Source: an optimization exercise on an open RTL-to-GDS flow (aim: small area). Production flows keep margins and buffers that such runs may drop. The RTL was checked by simulation tests, not by an equivalence proof against the original design. No activity file was given, so power comes from the tool's default toggle rates.

$ cat flow/run.sh
#!/bin/bash
# synth_recipe.tcl (not shown) runs the flow's synth.tcl, then flattens the netlist and writes it again
# the make line also repeats each setting of config.mk as NAME=value (left out here)
make -C /OpenROAD-flow-scripts/flow DESIGN_CONFIG=/design/flow/config.mk WORK_HOME=/design/flow/orfs CLKGATE_MAP_FILE= SYNTH_SCRIPT=/design/flow/synth_recipe.tcl finish
$ cat flow/config.mk
export PLATFORM = sky130hd
export DESIGN_NAME = LiftController
export DESIGN_NICKNAME = LiftController
export VERILOG_FILES = /design/flow/design.v
export SDC_FILE = /design/flow/constraint.sdc
export NUM_CORES = 4
export LEC_CHECK = 0
export CAP_MARGIN = 20
export CORE_MARGIN = 2
export CORE_UTILIZATION = 40
export SLEW_MARGIN = 20
$ cat flow/constraint.sdc
create_clock -name core_clock -period 5.0 [get_ports {clk}]
set_input_delay 1.0000 -clock core_clock [delete_from_list [all_inputs] [get_ports {clk}]]
set_output_delay 1.0000 -clock core_clock [all_outputs]
set_load 0.01 [all_outputs]
$ cat flow/design.v
`timescale 1ns / 1ps
module LiftController(d_up,d_down,f,p_dir,rfloor,clk, reset);
input  [3:0] d_up;  
input [3:0] d_down;  
input [4:0] f;  
output reg [1:0] p_dir;  
input clk , reset;
output reg[2:0]rfloor;  
parameter S0 = 4'd1 , U01 = 4'd2, D01 = 4'd3,  S1 = 4'd4, U12 = 4'd5, D12 = 4'd6, S2 = 4'd7, U23 = 4'd8, D23 = 4'd9, S3 = 4'd10,  U34 = 4'd11, D34 = 4'd12, S4= 4'd13 , M = 4'd14;
reg [2:0] pfloor;
reg [1:0] count;
reg [1:0] ndir;
reg [4:0] pstate , nstate;
reg [2:0] nfloor;
reg[1:0] pdir ;
reg rdir;
always @(posedge clk) begin
    if(reset) begin
        pstate <= S0;
        pfloor <= 3'd0;
        rdir = 1'b0;
        nstate = S0;
        rfloor = 3'd0;
        count = 2'd0;
        nfloor = 3'd0;
        pdir = 2'b10;
        p_dir = 2'b00;
        ndir = 2'b00;
    end else begin
        pstate <= nstate;
        pfloor <= nfloor;
        case (pstate)
            S0: begin 
                    if(f[1] == 1) begin 
                        rfloor = 3'd1; rdir = 1'b1;
                    end else if(f[2] == 1) begin 
                        rfloor = 3'd2; rdir = 1'b1;
                    end else if(f[3] == 1) begin 
                        rfloor = 3'd3; rdir = 1'b1;
                    end else if(f[4] == 1) begin 
                        rfloor = 3'd4; rdir = 1'b1;
                    end else if(d_up[1] == 1) begin 
                        rfloor = 3'd1; rdir = 1'b1;
                    end else if(d_down[0] == 1) begin 
                        rfloor = 3'd1; rdir = 1'b0;
                    end else if(d_up[2] == 1) begin 
                        rfloor = 3'd2; rdir = 1'b1;
                    end else if(d_down[1] == 1) begin 
                        rfloor = 3'd2; rdir = 1'b0;
                    end else if(d_up[3] == 1) begin 
                        rfloor = 3'd3; rdir = 1'b1;
                    end else if(d_down[2] == 1) begin 
                        rfloor = 3'd3; rdir = 1'b0;
                    end else if(d_down[3] == 1) begin 
                        rfloor = 3'd4; rdir = 1'b0;
                    end
                    if (rfloor != 3'd0) begin 
                        nstate = U01; nfloor = 3'd0; pdir = 2'b10; ndir = 2'b10;
                    end else begin 
                        nstate = S0; nfloor = 3'd0; ndir = 2'b00;
                    end
                    if(f == 5'd0 && d_up == 4'd0 && d_down == 4'd0) begin nstate = S0; nfloor = 3'd0; ndir = 2'b00; end
                end
            U01:begin 
                    if(f[1] == 1) begin 
                        rfloor = 3'd1; rdir = 1'b1;
                    end else if(f[2] == 1) begin 
                        rfloor = 3'd2; rdir = 1'b1;
                    end else if(f[3] == 1) begin 
                        rfloor = 3'd3; rdir = 1'b1;
                    end else if(f[4] == 1) begin 
                        rfloor = 3'd4; rdir = 1'b1;
                    end else if(d_up[1] == 1) begin 
                        rfloor = 3'd1; rdir = 1'b1;
                    end  else if(d_up[2] == 1) begin 
                        rfloor = 3'd2; rdir = 1'b1;
                    end else if(d_up[3] == 1) begin 
                        rfloor = 3'd3; rdir = 1'b1;
                    end  else if(d_down[3] == 1) begin 
                        rfloor = 3'd4; rdir = 1'b0;
                    end
                    if(count == 2'd2) begin 
                        count = 0; 
                        if(ndir == 2'b00) begin 
                            nstate = S1;
                            nfloor = 3'd1;
                        end else begin 
                            nstate = M;
                            nfloor = 3'd1;
                        end
                    end else begin 
                        nstate = U01;
                        count = count + 1; 
                        if(f[1] == 1) begin 
                            ndir = 2'b00;
                        end else if (rfloor == 3'd4 || rdir == 1) begin 
                            if(d_up[1] == 1) ndir = 2'b00;
                        end 
                    end
                    pdir = 2'b10; 
                end
            S1: begin 
                    if (rfloor == 3'd1) begin
                        if(rdir) begin 
                            if(f[2] == 1) begin 
                                rfloor = 3'd2; rdir = 1'b1;
                            end else if(f[3] == 1) begin 
                                rfloor = 3'd3; rdir = 1'b1;
                            end else if(f[4] == 1) begin 
                                rfloor = 3'd4; rdir = 1'b1;
                            end if(d_up[2] == 1) begin 
                                rfloor = 3'd2; rdir = 1'b1;
                            end else if(d_down[1] == 1) begin 
                                rfloor = 3'd2; rdir = 1'b0;
                            end else if(d_up[3] == 1) begin 
                                rfloor = 3'd3; rdir = 1'b1;
                            end else if(d_down[2] == 1) begin 
                                rfloor = 3'd3; rdir = 1'b0;
                            end else if(d_down[3] == 1) begin 
                                rfloor = 3'd4; rdir = 1'b0;
                            end
                            if(rfloor == 3'd1) begin 
                                if(f[0] == 1) begin 
                                    rfloor = 3'd0; rdir = 1'b0;pdir = 2'b01;
                                end else if(d_up[0] == 1) begin 
                                    rfloor = 3'd0; rdir = 1'b0;pdir = 2'b01;
                                end      
                            end else pdir = 2'b10;
                            if (rfloor != 3'd1) begin 
                                if(pdir == 2'b10) begin
                                    nstate = U12; ndir = 2'b10;
                                end else begin 
                                    nstate = D01; ndir = 2'b01; 
                                end
                            end else begin 
                                nstate = S1; nfloor = 3'd1; ndir = 2'b00;
                            end
                        end else begin 
                            if(f[0] == 1) begin 
                                rfloor = 3'd0; rdir = 1'b0;
                            end else if(d_up[0] == 1) begin 
                                rfloor = 3'd0; rdir = 1'b1;
                            end
                            if(rfloor == 3'd1) begin 
                                if(f != 5'd0) begin 
                                    if(f[2] == 1) begin 
                                        rfloor = 3'd2; rdir = 1'b1;
                                    end else if(f[3] == 1) begin 
                                        rfloor = 3'd3; rdir = 1'b1;
                                    end else if(f[4] == 1) begin 
                                        rfloor = 3'd4; rdir = 1'b1;
                                    end
                                end else if (d_up != 4'd0 || d_down != 4'd0) begin 
                                    if(d_up[2] == 1) begin 
                                        rfloor = 3'd2; rdir = 1'b1;pdir =  2'b10;
                                    end else if(d_down[1] == 1) begin 
                                        rfloor = 3'd2; rdir = 1'b0;pdir =  2'b10;
                                    end else if(d_up[3] == 1) begin 
                                        rfloor = 3'd3; rdir = 1'b1;pdir =  2'b10;
                                    end else if(d_down[2] == 1) begin 
                                        rfloor = 3'd3; rdir = 1'b0;pdir =  2'b10;
                                    end else if(d_down[3] == 1) begin 
                                        rfloor = 3'd4; rdir = 1'b0;pdir =  2'b10;
                                    end 
                                end
                            end else pdir =  2'b01;
                            if (rfloor != 3'd1) begin 
                                if(pdir ==  2'b10) begin
                                    nstate = U12; ndir = 2'b10;
                                end else begin 
                                    nstate = D01; ndir = 2'b01; 
                                end
                            end else begin 
                                nstate = S1; nfloor = 3'd1; ndir = 2'b00;
                            end
                        end
                    end else begin 
                        if(pdir ==  2'b10) begin 
                            nstate = U12; ndir = 2'b10; 
                        end else begin 
                            nstate = D01; ndir = 2'b01;
                        end
                    end
                    if(f == 5'd0 && d_up == 4'd0 && d_down == 4'd0) begin nstate = S1; nfloor = 3'd1; ndir = 2'b00; end
                end
            D01:begin 
                    if(count == 2'd2) begin 
                        count = 0; 
                        nstate = S0;
                        nfloor = 0;
                    end else begin 
                        nstate = D01;
                        count = count + 1; 
                        ndir = 2'b00;
                    end
                    pdir =  2'b01; 
                end
            U12:begin 
                     if(f[2] == 1) begin 
                        rfloor = 3'd2; rdir = 1'b1;
                    end else if(f[3] == 1) begin 
                        rfloor = 3'd3; rdir = 1'b1;
                    end else if(f[4] == 1) begin 
                        rfloor = 3'd4; rdir = 1'b1;
                    end  else if(d_up[2] == 1) begin 
                        rfloor = 3'd2; rdir = 1'b1;
                    end else if(d_up[3] == 1) begin 
                        rfloor = 3'd3; rdir = 1'b1;
                    end  else if(d_down[3] == 1) begin 
                        rfloor = 3'd4; rdir = 1'b0;
                    end
                    if(count == 2'd2) begin 
                        count = 0; 
                        if(ndir == 2'b00) begin 
                            nstate = S2;
                            nfloor = 3'd2;
                        end else begin 
                            nstate = M;
                            nfloor = 3'd2;
                        end
                    end else begin 
                        nstate = U12;
                        count = count + 1; 
                        if(f[2] == 1) begin 
                            ndir = 2'b00;
                        end else if (rfloor == 3'd4 || rdir == 1) begin 
                            if(d_up[2] == 1) ndir = 2'b00;
                        end 
                    end
                    pdir =  2'b10; 
                end
            D12:begin 
                     if(f[1] == 1) begin 
                           rfloor = 3'd1; rdir = 1'b0;pdir =  2'b01;
                       end else if(f[0] == 1) begin 
                           rfloor = 3'd0; rdir = 1'b0;pdir =  2'b01;
                       end  else if(d_down[0] == 1) begin 
                           rfloor = 3'd1; rdir = 1'b0;pdir =  2'b01; 
                       end else if(d_up[0] == 1) begin 
                           rfloor = 3'd0; rdir = 1'b1;pdir =  2'b01;
                       end
                    if(count == 2'd2) begin 
                        count = 0; 
                        if(ndir == 2'b00) begin 
                            nstate = S1;
                            nfloor = 3'd1;
                        end else begin 
                            nstate = M;
                            nfloor = 3'd1;
                        end
                    end else begin 
                        nstate = D12;
                        count = count + 1; 
                        if(f[1] == 1) begin 
                            ndir = 2'b00;
                        end else if (rfloor == 3'd0 || rdir == 0) begin 
                            if(d_down[0] == 1) ndir = 2'b00;
                        end 
                    end
                    pdir =  2'b01; 
                end
            S2:begin 
                    if (rfloor == 3'd2) begin
                        if(rdir) begin
                            if(f[3] == 1) begin 
                                rfloor = 3'd3; rdir = 1'b1;
                            end else if(f[4] == 1) begin 
                                rfloor = 3'd4; rdir = 1'b1;
                            end else if(d_up[3] == 1) begin 
                                rfloor = 3'd3; rdir = 1'b1;
                            end else if(d_down[2] == 1) begin 
                                rfloor = 3'd3; rdir = 1'b0;
                            end else if(d_down[3] == 1) begin 
                                rfloor = 3'd4; rdir = 1'b0;
                            end
                            if(rfloor == 3'd2) begin 
                                if(f[1] == 1) begin 
                                    rfloor = 3'd1; rdir = 1'b0; pdir =  2'b01;
                                end else if(f[0] == 1) begin 
                                    rfloor = 3'd0; rdir = 1'b0; pdir =  2'b01;
                                end else if(d_up[1] == 1) begin 
                                    rfloor = 3'd1; rdir = 1'b1; pdir = 2'b01;
                                end else if(d_down[0] == 1) begin 
                                    rfloor = 3'd1; rdir = 1'b0; pdir =  2'b01;
                                end else if(d_up[0] == 1) begin 
                                    rfloor = 3'd0; rdir = 1'b1; pdir =  2'b01;
                                end 
                            end else pdir =  2'b10;
                            if (rfloor != 3'd2) begin 
                                if(pdir ==  2'b10) begin
                                    nstate = U23; ndir = 2'b10;
                                end else begin 
                                    nstate = D12; ndir = 2'b01; 
                                end
                            end else begin 
                                nstate = S2; nfloor = 3'd2; ndir = 2'b00;
                            end
                        end else begin 
                            if(f[1] == 1) begin 
                                rfloor = 3'd1; rdir = 1'b0;
                            end else if(f[0] == 1) begin 
                                rfloor = 3'd0; rdir = 1'b0;
                            end else if(d_up[1] == 1) begin 
                                rfloor = 3'd1; rdir = 1'b1; 
                            end else if(d_down[0] == 1) begin 
                                rfloor = 3'd1; rdir = 1'b0; 
                            end else if(d_up[0] == 1) begin 
                                rfloor = 3'd0; rdir = 1'b1;
                            end
                            if(rfloor == 3'd2) begin 
                                if(f[3] == 1) begin 
                                    rfloor = 3'd3; rdir = 1'b1;pdir =  2'b10;
                                end else if(f[4] == 1) begin 
                                    rfloor = 3'd4; rdir = 1'b1;pdir =  2'b10;
                                end if(d_up[3] == 1) begin 
                                    rfloor = 3'd3; rdir = 1'b1;pdir =  2'b10;
                                end else if(d_down[2] == 1) begin 
                                    rfloor = 3'd3; rdir = 1'b0;pdir =  2'b10;
                                end else if(d_down[3] == 1) begin 
                                    rfloor = 3'd4; rdir = 1'b0;pdir =  2'b10;
                                end 
                            end else pdir =  2'b01;
                            if (rfloor != 3'd2) begin 
                                if(pdir ==  2'b10) begin
                                    nstate = U23; ndir = 2'b10;
                                end else begin 
                                    nstate = D12; ndir = 2'b01; 
                                end
                            end else begin 
                                nstate = S2; nfloor = 3'd2; ndir = 2'b00;
                            end
                        end
                    end else begin 
                        if(pdir ==  2'b10) begin 
                            nstate = U23; ndir = 2'b10; 
                        end else begin 
                            nstate = D12; ndir = 2'b01;
                        end
                    end
                    if(f == 5'd0 && d_up == 4'd0 && d_down == 4'd0) begin nstate = S2; nfloor = 3'd2; ndir = 2'b00; end
                end
            U23:begin 
                    if(f[3] == 1) begin 
                        rfloor = 3'd3; rdir = 1'b1;
                    end else if(f[4] == 1) begin 
                        rfloor = 3'd4; rdir = 1'b1;
                    end  else if(d_up[3] == 1) begin 
                        rfloor = 3'd3; rdir = 1'b1;
                    end  else if(d_down[3] == 1) begin 
                        rfloor = 3'd4; rdir = 1'b0;
                    end
                    if(count == 2'd2) begin 
                        count = 0; 
                        if(ndir == 2'b00) begin 
                            nstate = S3;
                            nfloor = 3'd3;
                        end else begin 
                            nstate = M;
                            nfloor = 3'd3;
                        end
                    end else begin 
                        nstate = U23;
                        count = count + 1; 
                        if(f[3] == 1) begin 
                            ndir = 2'b00;
                        end else if (rfloor == 3'd4 || rdir == 1) begin 
                            if(d_up[3] == 1) ndir = 2'b00;
                        end 
                    end
                    pdir =  2'b10; 
                end
            D23:begin 
                   if(f[2] == 1) begin 
                       rfloor = 3'd2; rdir = 1'b0;pdir =  2'b01;
                   end else if(f[1] == 1) begin 
                       rfloor = 3'd1; rdir = 1'b0;pdir =  2'b01;
                   end else if(f[0] == 1) begin 
                       rfloor = 3'd0; rdir = 1'b0;pdir =  2'b01;
                   end  else if(d_down[1] == 1) begin 
                       rfloor = 3'd2; rdir = 1'b0;pdir =  2'b01;
                   end  else if(d_down[0] == 1) begin 
                       rfloor = 3'd1; rdir = 1'b0;pdir =  2'b01; 
                   end else if(d_up[0] == 1) begin 
                       rfloor = 3'd0; rdir = 1'b1;pdir =  2'b01;
                   end
                    if(count == 2'd2) begin 
                        count = 0; 
                        if(ndir == 2'b00) begin 
                            nstate = S2;
                            nfloor = 3'd2;
                        end else begin 
                            nstate = M;
                            nfloor = 3'd2;
                    end
                    end else begin 
                        nstate = D23;
                        count = count + 1; 
                        if(f[2] == 1) begin 
                            ndir = 2'b00;
                        end else if (rfloor == 3'd0 || rdir == 0) begin 
                            if(d_down[1] == 1) ndir = 2'b00;
                        end 
                    end
                    pdir =  2'b01; 
                end
            S3:begin 
                    if (rfloor == 3'd3) begin
                        if(rdir) begin
                            if(f[4] == 1) begin 
                                rfloor = 3'd4; rdir = 1'b1;
                            end else if(d_down[3] == 1) begin 
                                rfloor = 3'd4; rdir = 1'b0;
                            end
                            if(rfloor == 3'd3) begin 
                                if(f[2] == 1) begin 
                                    rfloor = 3'd2; rdir = 1'b0; pdir =  2'b01;
                                end else if(f[1] == 1) begin 
                                    rfloor = 3'd1; rdir = 1'b0; pdir =  2'b01;
                                end else if(f[0] == 1) begin 
                                    rfloor = 3'd0; rdir = 1'b0; pdir = 2'b01;
                                end else if(d_up[2] == 1) begin 
                                    rfloor = 3'd2; rdir = 1'b1; pdir = 2'b01;
                                end else if(d_down[1] == 1) begin 
                                    rfloor = 3'd2; rdir = 1'b0; pdir =  2'b01;
                                end else if(d_up[1] == 1) begin 
                                    rfloor = 3'd1; rdir = 1'b1; pdir =  2'b01;
                                end else if(d_down[0] == 1) begin 
                                    rfloor = 3'd1; rdir = 1'b0; pdir =  2'b01;
                                end else if(d_up[0] == 1) begin 
                                    rfloor = 3'd0; rdir = 1'b1; pdir =  2'b01;
                                end 
                            end else pdir =  2'b10;
                            if (rfloor != 3'd3) begin 
                                if(pdir ==  2'b10) begin
                                    nstate = U34; ndir = 2'b10;
                                end else begin 
                                    nstate = D23; ndir = 2'b01; 
                                end
                            end else begin 
                                nstate = S3; nfloor = 3'd3; ndir = 2'b00;
                            end
                        end else begin 
                            if(f[2] == 1) begin 
                                rfloor = 3'd2; rdir = 1'b0;
                            end else if(f[1] == 1) begin 
                                rfloor = 3'd1; rdir = 1'b0;
                            end else if(f[0] == 1) begin 
                                rfloor = 3'd0; rdir = 1'b0;
                            end else if(d_up[2] == 1) begin 
                                rfloor = 3'd2; rdir = 1'b1; 
                            end else if(d_down[1] == 1) begin 
                                rfloor = 3'd2; rdir = 1'b0;
                            end else if(d_up[1] == 1) begin 
                                rfloor = 3'd1; rdir = 1'b1; 
                            end else if(d_down[0] == 1) begin 
                                rfloor = 3'd1; rdir = 1'b0; 
                            end else if(d_up[0] == 1) begin 
                                rfloor = 3'd0; rdir = 1'b1;
                            end
                            if(rfloor == 3'd3) begin 
                                if(f[4] == 1) begin 
                                    rfloor = 3'd4; rdir = 1'b1;pdir =  2'b10;
                                end else if(d_down[3] == 1) begin 
                                    rfloor = 3'd4; rdir = 1'b0;pdir =  2'b10;
                                end 
                            end else pdir =  2'b01;
                            if (rfloor != 3'd3) begin 
                                if(pdir ==  2'b10) begin
                                    nstate = U34; ndir = 2'b10;
                                end else begin 
                                    nstate = D23; ndir = 2'b01; 
                                end
                            end else begin 
                                nstate = S3; nfloor = 3'd3; ndir = 2'b00;
                            end
                        end
                    end else begin 
                        if(pdir ==  2'b10) begin 
                            nstate = U34; ndir = 2'b10; 
                        end else begin 
                            nstate = D23; ndir = 2'b01;
                        end
                    end
                    if(f == 5'd0 && d_up == 4'd0 && d_down == 4'd0) begin nstate = S3; nfloor = 3'd3; ndir = 2'b00; end
                end
            U34:begin
                    if(count == 2'd2) begin 
                        count = 0; 
                        nstate = S4;
                        nfloor = 3'd4;
                    end else begin 
                        nstate = U34;
                        count = count + 1; 
                        ndir = 2'b00;
                    end
                    pdir =  2'b10; 
                end
            D34:begin 
                   if(f[3] == 1) begin 
                       rfloor = 3'd3; rdir = 1'b0;pdir =  2'b01;
                   end else if(f[2] == 1) begin 
                       rfloor = 3'd2; rdir = 1'b0;pdir =  2'b01;
                   end else if(f[1] == 1) begin 
                       rfloor = 3'd1; rdir = 1'b0;pdir =  2'b01;
                   end else if(f[0] == 1) begin 
                       rfloor = 3'd0; rdir = 1'b0;pdir =  2'b01;
                   end else if(d_down[2] == 1) begin 
                       rfloor = 3'd3; rdir = 1'b0;pdir =  2'b01;
                   end else if(d_down[1] == 1) begin 
                       rfloor = 3'd2; rdir = 1'b0;pdir =  2'b01;
                   end  else if(d_down[0] == 1) begin 
                       rfloor = 3'd1; rdir = 1'b0;pdir =  2'b01; 
                   end else if(d_up[0] == 1) begin 
                       rfloor = 3'd0; rdir = 1'b1;pdir =  2'b01;
                   end
                    if(count == 2'd2) begin 
                        count = 0; 
                        if(ndir == 2'b00) begin 
                            nstate = S3;
                            nfloor = 3'd3;
                        end else begin 
                            nstate = M;
                            nfloor = 3'd3;
                        end
                    end else begin 
                        nstate = D34;
                        count = count + 1; 
                        if(f[3] == 1) begin 
                            ndir = 2'b00;
                        end else if (rfloor == 3'd0 || rdir == 0) begin 
                            if(d_down[2] == 1) ndir = 2'b00;
                        end 
                    end
                    pdir =  2'b01; 
                end     
             M : begin 
                     if(pdir ==  2'b10) begin 
                        case(pfloor) 
                            3'd1 : begin nstate = U12; 
                                         if(f[2] == 1) begin 
                                            rfloor = 3'd2; rdir = 1'b1;
                                        end else if(f[3] == 1) begin 
                                            rfloor = 3'd3; rdir = 1'b1;
                                        end else if(f[4] == 1) begin 
                                            rfloor = 3'd4; rdir = 1'b1;
                                        end  else if(d_up[2] == 1) begin 
                                            rfloor = 3'd2; rdir = 1'b1;
                                        end else if(d_up[3] == 1) begin 
                                            rfloor = 3'd3; rdir = 1'b1;
                                        end  else if(d_down[3] == 1) begin 
                                            rfloor = 3'd4; rdir = 1'b0;
                                        end
                                   end
                            3'd2:  begin nstate = U23; 
                                        if(f[3] == 1) begin 
                                           rfloor = 3'd3; rdir = 1'b1;
                                       end else if(f[4] == 1) begin 
                                           rfloor = 3'd4; rdir = 1'b1;
                                       end  else if(d_up[3] == 1) begin 
                                           rfloor = 3'd3; rdir = 1'b1;
                                       end  else if(d_down[3] == 1) begin 
                                           rfloor = 3'd4; rdir = 1'b0;
                                       end
                                  end
                            3'd3 : begin nstate= U34; end
                        endcase
                        pdir =  2'b10;
                        ndir = 2'b10;
                    end
                 else begin 
                        case(pfloor) 
                            3'd1 :begin nstate = D01; end
                            3'd2: begin nstate = D12;
                                      if(f[1] == 1) begin 
                                          rfloor = 3'd1; rdir = 1'b0;pdir =  2'b01;
                                      end else if(f[0] == 1) begin 
                                          rfloor = 3'd0; rdir = 1'b0;pdir =  2'b01;
                                      end  else if(d_down[0] == 1) begin 
                                          rfloor = 3'd1; rdir = 1'b0;pdir =  2'b01; 
                                      end else if(d_up[0] == 1) begin 
                                          rfloor = 3'd0; rdir = 1'b1;pdir =  2'b01;
                                      end
                                 end
                            3'd3 : begin nstate= D23;  
                                         if(f[2] == 1) begin 
                                             rfloor = 3'd2; rdir = 1'b0;pdir =  2'b01;
                                         end else if(f[1] == 1) begin 
                                             rfloor = 3'd1; rdir = 1'b0;pdir =  2'b01;
                                         end else if(f[0] == 1) begin 
                                             rfloor = 3'd0; rdir = 1'b0;pdir =  2'b01;
                                         end  else if(d_down[1] == 1) begin 
                                             rfloor = 3'd2; rdir = 1'b0;pdir =  2'b01;
                                         end  else if(d_down[0] == 1) begin 
                                             rfloor = 3'd1; rdir = 1'b0;pdir =  2'b01; 
                                         end else if(d_up[0] == 1) begin 
                                             rfloor = 3'd0; rdir = 1'b1;pdir =  2'b01;
                                         end
                                   end
                        endcase
                        pdir =  2'b01;
                        ndir = 2'b01;
                    end
             end
            S4:begin      
                    if(f[3] == 1) begin 
                        rfloor = 3'd3; rdir = 1'b0;pdir =  2'b01;
                    end else if(f[2] == 1) begin 
                        rfloor = 3'd2; rdir = 1'b0;pdir =  2'b01;
                    end else if(f[1] == 1) begin 
                        rfloor = 3'd1; rdir = 1'b0;pdir =  2'b01;
                    end else if(f[0] == 1) begin 
                        rfloor = 3'd0; rdir = 1'b0;pdir =  2'b01;
                    end else if(d_up[3] == 1) begin 
                        rfloor = 3'd3; rdir = 1'b1; pdir =  2'b01;
                    end else if(d_down[2] == 1) begin 
                        rfloor = 3'd3; rdir = 1'b0;pdir =  2'b01;
                    end else if(d_up[2] == 1) begin 
                        rfloor = 3'd2; rdir = 1'b1; pdir =  2'b01;
                    end else if(d_down[1] == 1) begin 
                        rfloor = 3'd2; rdir = 1'b0;pdir =  2'b01;
                    end else if(d_up[1] == 1) begin 
                        rfloor = 3'd1; rdir = 1'b1;pdir =  2'b01; 
                    end else if(d_down[0] == 1) begin 
                        rfloor = 3'd1; rdir = 1'b0;pdir =  2'b01; 
                    end else if(d_up[0] == 1) begin 
                        rfloor = 3'd0; rdir = 1'b1;pdir =  2'b01;
                    end
                    if (rfloor != 3'd4) begin                      
                        nstate = D34; ndir = 2'b01; 
                    end else begin 
                        nstate = S4; nfloor = 3'd4; ndir = 2'b00;
                    end                       
                    if(f == 5'd0 && d_up == 4'd0 && d_down == 4'd0) begin nstate = S4; nfloor = 3'd4; ndir = 2'b00; end
                end
        endcase
        p_dir = pdir;
        if(f == 5'd0 && d_up == 4'd0 && d_down == 4'd0)p_dir = 2'b00;
        end
end
endmodule
==> qor.txt <==
Slew @ Worst Pin: 1.06 ns
Later-pin clock latency in the skew report: 0.29 ns
Chip height: 106 um
Status: no timing/DRC/antenna violations
HP Class: flop to flop
Total wire length: 20600 um
Sink Count: 26
LEAKAGE: 1.46 nW
Synth top area cells: dfxtp_1 (12%), a21oi_1 (6.6%), o21ai_0 (6.5%)
Synthesized area: 0.00418 sq mm
Initial antenna violation count: 0
MaxCap Viol Count: 0
Critical Path RT: 5.18 ns
Slowest cell delay on critical path: 0.76 ns
Post-synth EDFFs: 0
CTS tree: built
DPL Wire Length: 15400 um
Most common cell in the netlist: nor2_1
CP endpoint kind: flop
CTS-repair resized insts: 0
Via Count: 5661
All-layer global routing usage: 36.2%
Number of global-route vias before repair: 5192
Crit path kind: input port to flop
Routed WL per cell: 26.7 um
Reg clk slew, reported paths: 0.10 ns
Slew margin rel.: 29.1%
Ys Warns: 1
Final hold vios: 0
Rows: 37
Worst Path Arrival: 4.16 ns
Final #Nets: 653
CORE AREA: 0.0102 sq mm
Main synth FF type: dfxtp_1
Iter 0 DRT Violations: 877
Post-CTS Setup Bufs: 0
Peak supply drop: 0.128 mV
Post-synth ARST share: 0%
Layout cells sized above 1: 9.58%
Unrepaired setup endpoints after global routing: no
Final Cycle Share: 79.7%
Share of the synthesized area in the top cell type: 12.5%
Setup tns final: 0 ns
Synth Area per Inst: 6.46 sq um
GR Util met2: 53.3%
Layout area overhead: 9.04%
Number of distinct library cells after synthesis: 81
Largest net degree at the start of global routing: 37
Fillers: 1110
Port buffer count: 19
Synth area leader: dfxtp_1
Pre-antenna DRT Iters: 6
CP max-delay cell: clkdlybuf4s50_1
Most instantiated cells after synthesis: nor2_1 (65), a21oi_1 (55), o21ai_0 (54), nand2_1 (47), clkbuf_1 (42)
Die area: 0.0113 sq mm
Post-route minimum period: 3.98 ns
Sequential fraction of the synthesis area: 12.5%
TritonCTS Buffers: 3
Yosys reg bits: 26
Diode count: 0
Post-cts hold buffer count: 0
Starting density of the core: 40.8%
Total grt overflow: 0
Critical path cell sequence: clkdlybuf4s50_1 -> nor4_1 -> nand3_1 -> a41oi_1 -> nor4_1 -> a2111oi_0 -> a32oi_1 -> or2_2
CP dominant cell by count: nor4_1
Pins Over Slew Limit: 0
Syn_nets: 662
GR met1 Demand/Resource: 51.4%
DR vias/cell: 7.32
Io pins: 20
Overall power: 0.000791 W
Met3 GRT Util: 9.75%
Worst setup SP type: input port
Power Density: 174 mW/mm^2
RD Place Congestion: 1.04
Final Setup Violations: 0
Cells after synthesis: 647
Busiest grt layer: met2
Highest clock rate: 251 MHz
ANT nets after route: 0
Die width: 106 um
H-Tree Depth: 1
First-pass GRT wire length: 31400 um
Crit path buffers/inverters: 1
Critical-path maximum fanout: 16
Max clock buf depth: 2
Delay-heaviest family, CP: simple AND/OR/NAND/NOR gates
Post-Route Skew: 0.00825 ns
DRC Markers: 0
Root Buffer Master: clkbuf_8
==> worst register-to-register path: cells and delay by family (launching register included) <==
family,cells,cell delay [ns]
AO/OA/AOI/OAI,5,1.48
flip-flops,1,0.97
AND/OR/NAND/NOR,2,0.81
==> routing by layer <==
layer / up-vias / share of wire [%] / wire length [um]
li1: 2460 / - / -
met1: 2701 / 41 / 8390
met2: 443 / 43 / 8900
met3: 57 / 13 / 2780
met4: 0 / 2.7 / 563
met5: - / 0 / 0
==> sequential cells by signal, summed over array words and instances, names as in the netlist <==
name / flops
count: 2
ndir: 2
nfloor: 3
nstate: 4
p_dir: 2
pdir: 2
pfloor: 3
pstate: 4
rdir: 1
rfloor: 3
==> stage by stage <==
stage | utilization (%) | hold WS, ns | cell area, sq um | instances | setup WS, ns
after detailed placement | 43.8 | 0.411 | 4480 | 769 | 0.842
after floorplan | - | 0.394 | 4180 | 647 | 1.98
final | 44.5 | 0.432 | 4560 | 773 | 1.02
after global placement | 43.8 | 0.406 | 4480 | 769 | 0.804
after global routing | 44.5 | 0.464 | 4560 | 773 | 0.888
after CTS | 44.5 | 0.435 | 4560 | 773 | 1.14
==> power breakdown <==
part | total (W) | internal, W | leakage, nW | switching, W
Combinational | 0.000355 | 0.000120 | 1.21 | 0.000234
Clock | 0.000184 | 0.000107 | 0.0357 | 0.0000765
Sequential | 0.000252 | 0.000220 | 0.213 | 0.0000324
Total | 0.000791 | 0.000447 | 1.46 | 0.000343
==> kinds of logic (layout without fill, tap and decap cells) <==
group,Yosys count,in the layout,share of synthesized area (%)
XOR/XNOR,3,3,0.629
buffers and inverters,77,67,7.58
multiplexers,7,7,1.77
flip-flops,26,26,12.5
AO/OA/AOI/OAI,248,248,41.4
AND/OR/NAND/NOR,286,286,36.2
==> cell usage in the layout, fill, tap and decap left out, drive strengths merged, types with 19 or more instances in the layout <==
cell type | netlist | layout
nor2 | 65 | 65
a21oi | 55 | 55
nor3 | 35 | 35
o211ai | 21 | 21
buf | 17 | 26
nand3 | 24 | 24
o21ai | 54 | 54
dfxtp | 26 | 26
nand2 | 47 | 47
clkdlybuf4s50 | 0 | 19
nor2b | 26 | 26
==> final timing paths <==
| check | startpoint | end | slack (ns) | depth (start not counted) |
|---|---|---|---|---|
| setup / recovery | f[0] | pdir[1]$_SDFF_PP1_ | 1.02 | 8 |
| hold / removal | nstate[0]$_SDFFE_PP1P_ | pstate[0]$_SDFF_PP1_ | 0.43 | 2 |
| setup reg to reg | pstate[1]$_SDFF_PP0_ | rfloor[2]$_SDFFE_PP0P_ | 1.63 | 7 |
| hold reg to reg | nstate[0]$_SDFFE_PP1P_ | pstate[0]$_SDFF_PP1_ | 0.43 | 2 |
==> area by class of cell <==
class / instances / area [sq um] / area share (%)
Clock inverter: 1 / 30.0 / 0.659
Sequential cell: 26 / 520 / 11.4
Multi-Input combinational cell: 544 / 3340 / 73.3
Inverter: 18 / 67.6 / 1.48
Tap cell: 136 / 170 / 3.74
Clock buffer: 3 / 41.3 / 0.906
Timing Repair Buffer: 45 / 385 / 8.46

what the ideal ports hide:
The flow's constraints put no driver on any port. The routed layout listed below was extracted and timed again, unchanged, in two steps. Step 1: set_driving_cell puts a clkbuf_16 on clk and a buf_2 on each other input, an assumption about the parent block. Step 2 adds t to the input delays and takes it off the output delays; t is the mean of the earliest and latest rising clock arrival at the registers after step 1. Input paths then give back, and output paths get back, about the clock's delay inside the block. Slacks: ideal ports / drivers / drivers and shift; pairs: ideal ports / drivers.
t, ns: 0.312
slack for setup (ns): 1.016 / 1.026 / 0.714
latest minus earliest clock arrival (ns): 0.008 / 0.008
worst register clock-pin slew, ns: 0.10 / 0.10
worst data-port slew with drivers (ns): 0.03
After both steps this run still meets setup and hold. The setup slack of this run moves by +0.010 ns with the drivers and by -0.302 ns with both steps.
